This is an optimization exercise on Yosys and OpenROAD, whose aim is small area, a short achievable clock period and few clock cycles per item, not a production implementation.
RTL that was checked went through simulation tests only; none was proved equivalent to the original.
Power and IR drop assume default switching activity.

==> flow/design.v <==
module SME(clk,reset,chardata,isstring,ispattern,valid,match,match_index);
input clk;
input reset;
input [7:0] chardata;
input isstring;
input ispattern;
output match;
output [4:0] match_index;
output valid;
localparam [6:0] HAT    = 7'h5E ;  
localparam [6:0] DOLLAR = 7'h24 ;  
localparam [6:0] POINT  = 7'h2E ;  
localparam [6:0] STAR   = 7'h2A ;  
localparam [6:0] SPACE  = 7'h20 ;  
reg  [6:0] str_B_rf [0:31];
reg  [5:0] str_length_cnt;
reg        isstring_d, ispattern_d;
reg [32:0] F;
reg  [4:0] off;           
reg        dol_d;         
reg        star_seen;
reg        valid_r, match_r;
reg  [4:0] match_index_r;
wire [6:0] c = chardata[6:0];
wire c_hat    = c == HAT;
wire c_dollar = c == DOLLAR;
wire c_star   = c == STAR;
wire c_point  = c == POINT;
wire c_hat_u    = c[5:0] == HAT[5:0];
wire c_dollar_u = {c[6], c[4:0]} == {DOLLAR[6], DOLLAR[4:0]};
wire c_star_u   = {c[6], c[4:0]} == {STAR[6], STAR[4:0]};
wire c_point_u  = {c[6], c[4:0]} == {POINT[6], POINT[4:0]};
wire first    = ispattern & ~ispattern_d;
wire [31:0] inS;      
wire [31:0] sp;       
wire [31:0] eq;       
genvar j;
generate
for (j = 0; j < 32; j = j + 1) begin: POS
    assign inS[j] = str_length_cnt > 31 - j;
    assign sp[j]  = str_B_rf[j] == SPACE;
    assign eq[j]  = (j < 16 ? c_point : c_point_u) | str_B_rf[j] == c;
end
endgenerate
wire [32:0] hatmask = {1'b0, inS & ~{inS[30:0], 1'b0} | inS & {sp[30:0], 1'b0}};
wire [32:0] dmask   = {1'b1, sp};
wire [32:0] pre [0:6];
assign pre[0] = F;
genvar l;
generate
for (l = 0; l < 6; l = l + 1) begin: PRE
    for (j = 0; j < 33; j = j + 1) begin: B
        if ((j >> l) & 1)
            assign pre[l+1][j] = pre[l][j] | pre[l][((j >> l) << l) - 1];
        else
            assign pre[l+1][j] = pre[l][j];
    end
end
endgenerate
reg [4:0] fs;
integer k;
always @(*) begin
    fs = 5'd0;
    for (k = 32; k >= 0; k = k - 1)
        if (F[k]) fs = k[4:0];
end
wire [4:0] fs_idx = fs + off + {4'd0, dol_d};
integer i;
always @(posedge clk)
begin: STR_RF
    if(isstring)
    begin
        for (i = 0; i < 31; i = i + 1)
            str_B_rf[i] <= str_B_rf[i+1];
        str_B_rf[31] <= c;
    end
end
always @(posedge clk)
begin: LEN_CNT
    if(isstring)
        str_length_cnt <= isstring_d ? str_length_cnt + 6'd1 : 6'd1;
end
always @(posedge clk or posedge reset)
begin: FLAGS
    if(reset)
    begin
        isstring_d  <= 1'b0;
        ispattern_d <= 1'b0;
        valid_r     <= 1'b0;
        match_r     <= 1'b0;
    end
    else
    begin
        isstring_d  <= isstring;
        ispattern_d <= ispattern;
        valid_r     <= ispattern_d & ~ispattern;
        match_r     <= ispattern_d & ~ispattern & (|F);
    end
end
always @(posedge clk)
begin: MATCH
    if(c_hat)
        F[15:0] <= hatmask[15:0];
    else if(c_star)
        F[15:0] <= first ? inS[15:0] : pre[6][15:0];
    else if(c_dollar)
        F[15:0] <= F[15:0] & dmask[15:0];
    else
        F[15:0] <= {(first ? inS[14:0] : F[14:0]) & eq[14:0], 1'b0};
    if(c_hat_u)
        F[32:16] <= hatmask[32:16];
    else if(c_star_u)
        F[32:16] <= first ? {1'b1, inS[31:16]} : pre[6][32:16];
    else if(c_dollar_u)
        F[32:16] <= F[32:16] & dmask[32:16];
    else
        F[32:16] <= (first ? inS[31:15] : F[31:15]) & eq[31:15];
    off       <= first ? (c_hat ? str_length_cnt[4:0] : str_length_cnt[4:0] - 5'd1) : off - 5'd1;
    dol_d     <= c_dollar;
    star_seen <= (first ? 1'b0 : star_seen) | c_star;
    if(first)
        match_index_r <= 5'd0;
    else if(!star_seen)
        match_index_r <= fs_idx;
end
assign valid       = valid_r;
assign match       = match_r;
assign match_index = match_index_r;
endmodule
make LEC_CHECK=0 ABC_CLOCK_PERIOD_IN_PS=2700 CAP_MARGIN=20 CORE_MARGIN=2 CORE_UTILIZATION=40 CTS_CLUSTER_DIAMETER=80 CTS_CLUSTER_SIZE=30 SETUP_SLACK_MARGIN=3.8 SLEW_MARGIN=20 finish   # period 6.5 ns
run.sh (not shown) runs the stock make flow with config.mk's settings and CLKGATE_MAP_FILE= SYNTH_SCRIPT=/design/flow/synth_recipe.tcl, a recipe that flattens the netlist after the stock synthesis.
Then changed:
--- a/flow/design.v
+++ b/flow/design.v
@@ -16,21 +16,17 @@
 reg  [5:0] str_length_cnt;
 reg        isstring_d, ispattern_d;
 reg [32:0] F;
 reg  [4:0] off;           
-reg        dol_d;         
 reg        star_seen;
 reg        valid_r, match_r;
 reg  [4:0] match_index_r;
 wire [6:0] c = chardata[6:0];
 wire c_hat    = c == HAT;
 wire c_dollar = c == DOLLAR;
 wire c_star   = c == STAR;
 wire c_point  = c == POINT;
-wire c_hat_u    = c[5:0] == HAT[5:0];
-wire c_dollar_u = {c[6], c[4:0]} == {DOLLAR[6], DOLLAR[4:0]};
-wire c_star_u   = {c[6], c[4:0]} == {STAR[6], STAR[4:0]};
-wire c_point_u  = {c[6], c[4:0]} == {POINT[6], POINT[4:0]};
+wire c_body   = ~c_hat & ~c_star & ~c_dollar;
 wire first    = ispattern & ~ispattern_d;
 wire [31:0] inS;      
 wire [31:0] sp;       
 wire [31:0] eq;       
@@ -38,9 +34,9 @@
 generate
 for (j = 0; j < 32; j = j + 1) begin: POS
     assign inS[j] = str_length_cnt > 31 - j;
     assign sp[j]  = str_B_rf[j] == SPACE;
-    assign eq[j]  = (j < 16 ? c_point : c_point_u) | str_B_rf[j] == c;
+    assign eq[j]  = c_point | str_B_rf[j] == c;
 end
 endgenerate
 wire [32:0] hatmask = {1'b0, inS & ~{inS[30:0], 1'b0} | inS & {sp[30:0], 1'b0}};
 wire [32:0] dmask   = {1'b1, sp};
@@ -63,9 +59,9 @@
     fs = 5'd0;
     for (k = 32; k >= 0; k = k - 1)
         if (F[k]) fs = k[4:0];
 end
-wire [4:0] fs_idx = fs + off + {4'd0, dol_d};
+wire [4:0] fs_idx = fs + off;
 integer i;
 always @(posedge clk)
 begin: STR_RF
     if(isstring)
@@ -99,25 +95,16 @@
 end
 always @(posedge clk)
 begin: MATCH
     if(c_hat)
-        F[15:0] <= hatmask[15:0];
+        F <= hatmask;
     else if(c_star)
-        F[15:0] <= first ? inS[15:0] : pre[6][15:0];
+        F <= first ? {1'b1, inS} : pre[6];
     else if(c_dollar)
-        F[15:0] <= F[15:0] & dmask[15:0];
+        F <= F & dmask;
     else
-        F[15:0] <= {(first ? inS[14:0] : F[14:0]) & eq[14:0], 1'b0};
-    if(c_hat_u)
-        F[32:16] <= hatmask[32:16];
-    else if(c_star_u)
-        F[32:16] <= first ? {1'b1, inS[31:16]} : pre[6][32:16];
-    else if(c_dollar_u)
-        F[32:16] <= F[32:16] & dmask[32:16];
-    else
-        F[32:16] <= (first ? inS[31:15] : F[31:15]) & eq[31:15];
-    off       <= first ? (c_hat ? str_length_cnt[4:0] : str_length_cnt[4:0] - 5'd1) : off - 5'd1;
-    dol_d     <= c_dollar;
+        F <= {(first ? inS : F[31:0]) & eq, 1'b0};
+    off       <= (first ? str_length_cnt[4:0] : off) - {4'd0, c_body};
     star_seen <= (first ? 1'b0 : star_seen) | c_star;
     if(first)
         match_index_r <= 5'd0;
     else if(!star_seen)
The changed run finished with timing, DRC and antenna clean.
Clock power is about the same.
Utilization grows by 1.1 points.
Wire length goes down by 4.6%.
Count of clock-buffer cells in the layout goes up by 3.
Total power decreases by 2.0%.
Fmax goes up by 1.7%.
Global-route usage goes up by 0.20 points.
Worst hold slack gets better by 0.0075 ns.
Register-to-register slack gets better by 0.13 ns.
Area after synthesis drops by 1.5%.
Sequential share of layout area falls by 0.26 points.
Testbench counts after the change, summed over its fixed seeds: cycles 12,373, items 1,114.
The RTL of the first run of this note was laid out without a check of its function.

==> static timing again, ports no longer ideal <==
In the flow no input, the clock included, has a driving cell. The finished layouts below were timed again as built, in two steps. Step 1 assumes that a clkbuf_16 drives the clock port and a buf_2 every other input. Step 2 moves the port delays by t, midway between the first and last clock arrival at a register: inputs arrive t later, outputs are due t later. That takes back most of the time a late clock gives input paths. Slacks: ideal / step 1 / step 2; pairs: ideal / step 1.
run	shift t [ns]	setup WS [ns]	latest minus earliest clock arrival (ns)	worst data-port slew with drivers (ns)	pins driven straight from the clock port
the first run	0.559	3.708 / 3.708 / 3.206	0.026 / 0.026	0.05	1
the second run	0.565	3.755 / 3.747 / 3.182	0.044 / 0.045	0.08	1
After both steps every run listed still meets setup and hold. For the second run, which loses most, drivers alone change the setup slack by -0.008 ns; drivers and shift together by -0.573 ns.
